From an optimization exercise on the open Yosys and OpenROAD flow, aimed at small area; shortcuts taken in it are not production practice.
Function was checked by simulation only, so behaviour that the tests miss may differ from the original.
Power and IR drop assume default switching activity.

**run.sh**
```bash
#!/bin/bash
# synth_recipe.tcl (not shown) runs the flow's synth.tcl, then flattens the netlist and writes it again
# the make line also repeats each setting of config.mk as NAME=value (left out here)
make -C /OpenROAD-flow-scripts/flow DESIGN_CONFIG=/design/flow/config.mk WORK_HOME=/design/flow/orfs CLKGATE_MAP_FILE= SYNTH_SCRIPT=/design/flow/synth_recipe.tcl finish
```
**config.mk**
```make
export PLATFORM = sky130hd
export DESIGN_NAME = top_module
export DESIGN_NICKNAME = top_module
export VERILOG_FILES = /design/flow/design.v
export SDC_FILE = /design/flow/constraint.sdc
export NUM_CORES = 4
export LEC_CHECK = 0
export CAP_MARGIN = 20
export CORE_MARGIN = 2
export CORE_UTILIZATION = 40
export SLEW_MARGIN = 20
```
**constraint.sdc**
```tcl
create_clock -name core_clock -period 5.0 [get_ports {clock_1MHz}]
set_input_delay 1.0000 -clock core_clock [delete_from_list [all_inputs] [get_ports {clock_1MHz}]]
set_output_delay 1.0000 -clock core_clock [all_outputs]
set_load 0.01 [all_outputs]
```
**design.v**
```verilog
module deserializador (
    input logic clock,
    input logic clock_en,                
    input logic reset,
    input logic ack_in,
    input logic data_in,
    input logic write_in,
    output logic status_out,
    output logic data_ready,
    output logic [7:0] data_out
);
    typedef enum logic [1:0]
    {
        AGUARDA = 2'b00,                     
        RECEBE  = 2'b01,                     
        PRONTO  = 2'b10,                     
        ESPERA  = 2'b11                      
    } state_t;
    state_t state;   
    logic [2:0] bits_count;
    logic [7:0] bits_storage;
    always_ff @(posedge clock or posedge reset) begin
        if (reset) begin
            state        <= AGUARDA;
            status_out   <= 1'b0;
            data_ready   <= 1'b0;
            bits_count   <= 3'b0;
            bits_storage <= 8'b0;
            data_out     <= 8'b0;
        end
        else if (clock_en) begin
            case (state)
                AGUARDA: begin
                    if (bits_count == 0) begin
                        bits_storage <= 8'b0;
                    end
                    if (write_in) begin
                        state <= RECEBE;
                    end
                end
                RECEBE: begin
                    if (bits_count <= 7 && write_in) begin
                        bits_storage[bits_count] <= data_in;
                        bits_count <= bits_count + 1'b1;
                        if (bits_count == 7) begin
                            state  <= PRONTO;
                        end
                    end
                    else begin
                        state <= AGUARDA;
                    end
                end
                PRONTO: begin
                    data_out   <= bits_storage;
                    data_ready <= 1'b1;
                    status_out <= 1'b1;          
                    bits_count <= 3'b0;
                    state      <= ESPERA;
                end
                ESPERA: begin
                    if (ack_in) begin
                        state      <= AGUARDA;
                        data_ready <= 1'b0;
                        status_out <= 1'b0;
                    end
                end
            endcase
        end
    end
endmodule
module fila (
    input logic clock,
    input logic clock_en,                    
    input logic reset,
    input logic enqueue_in,
    input logic dequeue_in,
    input logic [7:0] data_in,
    output logic [7:0] len_out,
    output logic [7:0] data_out
);
    typedef enum logic [1:0] 
    {
        AGUARDA = 2'b00,                         
        ENQUEUE = 2'b01,                         
        DEQUEUE = 2'b10                          
    } state_t;
    state_t state;
    logic [2:0] head_node;
    logic [2:0] tail_node;
    logic [7:0] reg_len_out;
    logic [7:0] fila_mem [7:0];   
    assign len_out = reg_len_out;
    always_ff @(posedge clock or posedge reset) begin
        if (reset) begin
            state       <= AGUARDA;
            head_node   <= 1'b0;
            tail_node   <= 1'b0;
            reg_len_out <= 8'b0;
            data_out    <= 8'b0;
            for (int i = 0; i < 8; i++) begin
                fila_mem[i] <= 8'h00;
            end
        end
        else if (clock_en) begin
            case (state)
                AGUARDA: begin
                    if (enqueue_in && reg_len_out < 8) begin
                        state <= ENQUEUE;
                    end
                    else if (dequeue_in && reg_len_out > 0) begin
                        state <= DEQUEUE;
                    end
                end
                ENQUEUE: begin
                    fila_mem[tail_node] <= data_in;
                    tail_node       <= tail_node + 1;
                    reg_len_out     <= reg_len_out + 1;
                    state           <= AGUARDA;
                end
                DEQUEUE: begin
                    data_out                <= fila_mem[head_node];
                    fila_mem[head_node]         <= 8'h00;
                    head_node               <= head_node + 1;
                    reg_len_out             <= reg_len_out - 1;
                    state                   <= AGUARDA;
                end
            endcase
        end
    end
endmodule
module top_module
#(parameter HALF_100KHZ_COUNT = 5,               
  parameter HALF_10KHZ_COUNT  = 50)              
(
    input logic clock_1MHz,
    input logic reset,
    input logic data_in,
    input logic write_in,
    input logic dequeue_in,
    output logic status_out,
    output logic [7:0] len_out,
    output logic [7:0] data_out
);
    logic clock_10KHz;
    logic clock_100KHz;
    logic tick_10KHz;                            
    logic tick_100KHz;                           
    logic [2:0] count_100KHz;                    
    logic [5:0] count_10KHz;                     
    logic deserializador_ack_in;
    logic deserializador_status_out;
    logic deserializador_data_ready;
    logic [7:0] deserializador_data_out;
    logic enqueue_in;
    logic reg_ack_in;                            
    logic data_ready_prev;                       
    logic data_ready_edge;                       
    logic [1:0] sincroniza_ack_in;               
    logic [1:0] sincroniza_data_ready;           
    logic [7:0] len_out_prev;                    
    assign status_out            = deserializador_status_out;
    assign enqueue_in            = data_ready_edge;
    assign reg_ack_in            = sincroniza_data_ready && (len_out > len_out_prev);
    assign deserializador_ack_in = sincroniza_ack_in[1];
    assign tick_100KHz           = (count_100KHz == HALF_100KHZ_COUNT - 1) && !clock_100KHz;
    assign tick_10KHz            = (count_10KHz  == HALF_10KHZ_COUNT  - 1) && !clock_10KHz;
    always_ff @(posedge clock_1MHz or posedge reset) begin
        if (reset) begin
            clock_10KHz  <= 1'b0;
            clock_100KHz <= 1'b0;
            count_100KHz <= 3'd0;
            count_10KHz  <= 6'd0;
        end
        else begin
            if (count_100KHz == HALF_100KHZ_COUNT - 1) begin
                clock_100KHz <= ~clock_100KHz;
                count_100KHz <= 3'd0;
            end
            else begin
                count_100KHz <= count_100KHz + 1;
            end
            if (count_10KHz == HALF_10KHZ_COUNT - 1) begin
                clock_10KHz <= ~clock_10KHz;
                count_10KHz <= 6'd0;
            end
            else begin
                count_10KHz <= count_10KHz + 1;
            end
        end
    end
    always_ff @(posedge clock_1MHz or posedge reset) begin
        if (reset) begin
            data_ready_edge       <= 1'b0;
            data_ready_prev       <= 1'b0;
            sincroniza_data_ready <= 2'b0;
        end
        else if (tick_10KHz) begin
            sincroniza_data_ready <= {sincroniza_data_ready[0], deserializador_data_ready};
            data_ready_prev       <=  sincroniza_data_ready[1];
            data_ready_edge       <=  sincroniza_data_ready[1] && !data_ready_prev;
        end
    end
    always_ff @(posedge clock_1MHz) begin
        if (tick_10KHz) begin
            len_out_prev          <= len_out;
        end
    end
    always_ff @(posedge clock_1MHz or posedge reset) begin
        if (reset) begin
            sincroniza_ack_in <= 2'b0;
        end
        else if (tick_100KHz) begin
            sincroniza_ack_in <= {sincroniza_ack_in[0], reg_ack_in};
        end
    end
    deserializador deserializer 
    (
        .clock(clock_1MHz),
        .clock_en(tick_100KHz),
        .reset(reset),
        .data_in(data_in),
        .write_in(write_in),
        .ack_in(deserializador_ack_in),
        .data_out(deserializador_data_out),
        .data_ready(deserializador_data_ready),
        .status_out(deserializador_status_out)
    );
    fila queue
    (
        .clock(clock_1MHz),
        .clock_en(tick_10KHz),
        .reset(reset),
        .len_out(len_out),
        .data_out(data_out),
        .dequeue_in(dequeue_in),
        .enqueue_in(enqueue_in),
        .data_in(deserializador_data_out)
    );
endmodule
```
==> run_results.csv <==
group,metric,value,unit
status,status,"complete, no violations",
place,place_area,7290,sq um
pwr,power_per_cell_area,310,nW/um^2
sta,finalHoldViolCount,0,
pwr,p_leak,3.69,nW
worst_setup_path,endpoint,"queue.reg_len_out[6]",
clock_tree,cts_buffers,17,
sta,tns,0,ns
worst_setup_path,r2r_cells,10,
logic_synthesis,syn_area,6920,sq um
finish,mostFrequentLayoutCell,"dfrtp_1",
logic_synthesis,ys_seq_elements,135,
routing,dr.first_iter.drc_count,431,
worst_setup_path,path_cells,"inv_1 -> ha_1 -> buf_4 -> xor2_1 -> ha_1 -> a21boi_0 -> o22ai_1 -> or4_1 -> a41oi_1 -> xor2_1",
worst_setup_path,cp.required,5.35,ns
finish,nets,647,
logic_synthesis,synth_top_cell_by_area,"dfrtp_1",
worst_setup_path,crit_family,"compound AO/OA/AOI/OAI gates",
worst_setup_path,path_class,"reg2reg",
clock_tree,clk-insertion-delay-late,0.43,ns
sta,holdWs,0.462,ns
logic_synthesis,syn_nets,637,
worst_setup_path,crit_slowest_cell,"or4_1",
routing,drc,0,
clock_tree,cts-root-buf,"clkbuf_16",
pwr,pwr-share-clk,52.5,%
floorplan,io_pins,22,
routing,wl_per_cell,16.7,um
clock_tree,clk_pin_slew_worst_paths,0.06,ns
worst_setup_path,r2r_start,"queue.state[0]",
global_route,grt_pass1_wl,23.4,mm
worst_setup_path,cp-start-kind,"register",
clock_tree,cts_tree,"built",
floorplan,die_x,136,um
logic_synthesis,yosysSeqAreaShare,49.4,%
sta,setup_ws,2.20,ns
sta,drv_slew,0,
pwr,p_seq_share,45.4,%
routing,via_count,4643,
sta,fin_crit_sh,55.9,%
logic_synthesis,yosys_warnings,4,
global_route,antenna_found_initial,0,
job,drv_cap,0,
finish,postLayoutCellArea,7910,sq um
pwr,p_comb_share,2.1,%
worst_setup_path,cp-startpoint,"queue.state[0]",
place,io_buffers,21,
routing,drtAntennaViolNets,0,
sta,relSlewSlack,36.8,%
logic_synthesis,avgSynthCellArea,11.6,sq um
place,dp_hpwl,9.39,mm
sta,finalCriticalPeriod,2.80,ns
floorplan,dieArea,18400,sq um
sta,finClkSkew,0.00936,ns
finish,final_cell_mix,"dfrtp_1, mux2_2, nand2_1",
logic_synthesis,synth_top_area_share,45.9,%
sta,rsz0062_at_grt,"false",
worst_setup_path,cp-end-kind,"register",
finish,drive_gt1_share,21.6,%
worst_setup_path,slowest_delay,0.51,ns
worst_setup_path,arrival,3.15,ns
logic_synthesis,netlist_top_cells_area,"dfrtp_1, mux2_2, ha_1",
clock_tree,clockBufferDepth,2,
pwr,ir_worst_vdd,0.231,mV
worst_setup_path,critPathMaxFanout,35,
floorplan,start_util,40.4,%
routing,drt_pass1_iterations,6,
floorplan,num_rows,48,
global_route,first_global_vias,4577,
clock_tree,post_cts_buffers,0,
worst_setup_path,r2r-end,"queue.reg_len_out[6]",
logic_synthesis,synth-edff-count,8,
clock_tree,post_cts_resize_count,0,
min_path,hp-class,"reg2reg",
sta,worst_pin_slew,0.948,ns
floorplan,die_h,136,um
floorplan,core_area,17100,sq um
place,gp_congestion,0.830,
pwr,intPower,0.00194,W
pwr,switchingPower,0.000512,W
finish,area_delta_synth_final,14.3,%
logic_synthesis,synthCells,596,
global_route,grt_max_degree,128,
worst_setup_path,path_buf_inv,2,
routing,vias_per_cell,5.50,
place,preCtsSetupSlack,2.21,ns
global_route,gr-total-overflow,0,
worst_setup_path,cp.depth,10,
finish,insertedDiodeCount,0,
logic_synthesis,ys_types,68,
clock_tree,htreeDepth,4,
clock_tree,clock-sinks,135,
finish,nFillCells,1533,
clock_tree,hold_buffers,0,
global_route,grt_use_total,16.4,%
pwr,p_sw_share,20.9,%
routing,wirelength,14.1,mm
sta,max_freq,358,MHz
logic_synthesis,synth-main-ff-cell,"dfrtp_1",
sta,setup_viol,0,
worst_setup_path,reg2reg_slack,2.20,ns
logic_synthesis,async_reset_ff_share,94.1,%
cell families after synthesis:
logic type | share of synthesized area [%]
simple gates | 10.6
mux | 15.1
buf+inv | 4.16
fa+ha+maj | 6.51
flops | 49.4
xor+xnor | 1.90
compound gates | 12.4
worst min-delay path by stage:
stage	from	endpoint	slack, ns	depth (start not counted)
2_1_floorplan	count_100KHz[0]	count_100KHz[0]	0.43	1
3_3_place_gp	count_100KHz[0]	count_100KHz[0]	0.44	1
3_5_place_dp	count_100KHz[0]	count_100KHz[0]	0.46	1
4_1_cts	count_100KHz[0]	count_100KHz[0]	0.47	1
5_1_grt	count_100KHz[0]	count_100KHz[0]	0.49	1
6_report	count_100KHz[0]	count_100KHz[0]	0.46	1
cells in the mapped netlist, types with 3 or more instances:
cell type	count
a211oi_1	6
a21oi_1	24
a221oi_1	7
a221oi_4	3
a222oi_1	7
a22o_1	5
a41oi_1	3
and3_1	3
buf_2	11
buf_6	3
clkbuf_1	19
dfrtp_1	127
edfxtp_1	8
ha_1	36
inv_1	32
mux2_2	76
mux2_4	9
mux2i_1	4
nand2_1	49
nand2b_1	4
nand3_1	10
nand3b_1	3
nand4_1	4
nand4b_1	3
nor2_1	21
nor2b_1	10
nor3_1	3
o211ai_1	4
o21ai_0	32
o22ai_1	6
or3_1	3
or4_1	3
xnor2_1	7
xor2_1	8
registers in the layout, summed over array words and instances, names as in the netlist, 6 cells and up, named ones only:
signal                     count
deserializer.bits_storage      8
count_10KHz                    6
deserializer.data_out          8
len_out_prev                   8
queue.fila_mem                64
queue.reg_len_out              8
queue.data_out                 8
power by group through the flow:
stage | clock (W) | sequential, W | combinational, W
finish | 0.00129 | 0.00111 | 0.0000517
global route | 0.00136 | 0.00111 | 0.0000604
CTS | 0.00131 | 0.00111 | 0.0000534
detailed placement | 0 | 0.00113 | 0.0000533
global placement | 0 | 0.00113 | 0.0000525
floorplan | 0 | 0.00113 | 0.0000366
cell type report:
type	count	area (sq um)	share of cell area [%]
clock inverter	12	149	1.88
multi-input combinational	394	3210	40.6
timing repair buffer	25	253	3.20
inverter	33	126	1.60
tap	225	282	3.56
clock buffer	20	467	5.90
sequential	135	3420	43.2
metrics by stage:
step | utilization [%] | power (W) | std cells
2_1_floorplan | - | 0.00117 | 596
3_3_place_gp | 42.6 | 0.00118 | 812
3_5_place_dp | 42.6 | 0.00119 | 812
4_1_cts | 46.2 | 0.00248 | 844
5_1_grt | 46.2 | 0.00253 | 844
6_report | 46.2 | 0.00245 | 844
per-layer routing:
metal,part of all wire [%],GRT usage [%],vias to the layer above
li1,-,-,2173
met1,45,20.7,2366
met2,49,27.0,79
met3,3.5,4.04,25
met4,2.0,6.54,0
met5,0,0,-

what the ideal ports hide:
In the flow no input, the clock included, has a driving cell. The finished layout below was timed again as built, in two steps.
Step 1 sets driving cells, clkbuf_16 on the clock port and buf_2 on the other inputs (assumed; they add their load-dependent delay and slew).
Step 2 moves the port delays by t, midway between the first and last clock arrival at a register: inputs arrive t later, outputs are due t later. That takes back most of the time a late clock gives input paths.
Slacks: ideal / step 1 / step 2; pairs: ideal / step 1.
t (ns): 0.463
setup WS [ns]: 2.204 / 2.186 / 2.124
worst setup path after step 2: input to register
After both steps this run still meets setup and hold. For this run, drivers alone change the setup slack by -0.018 ns; drivers and shift together by -0.080 ns.
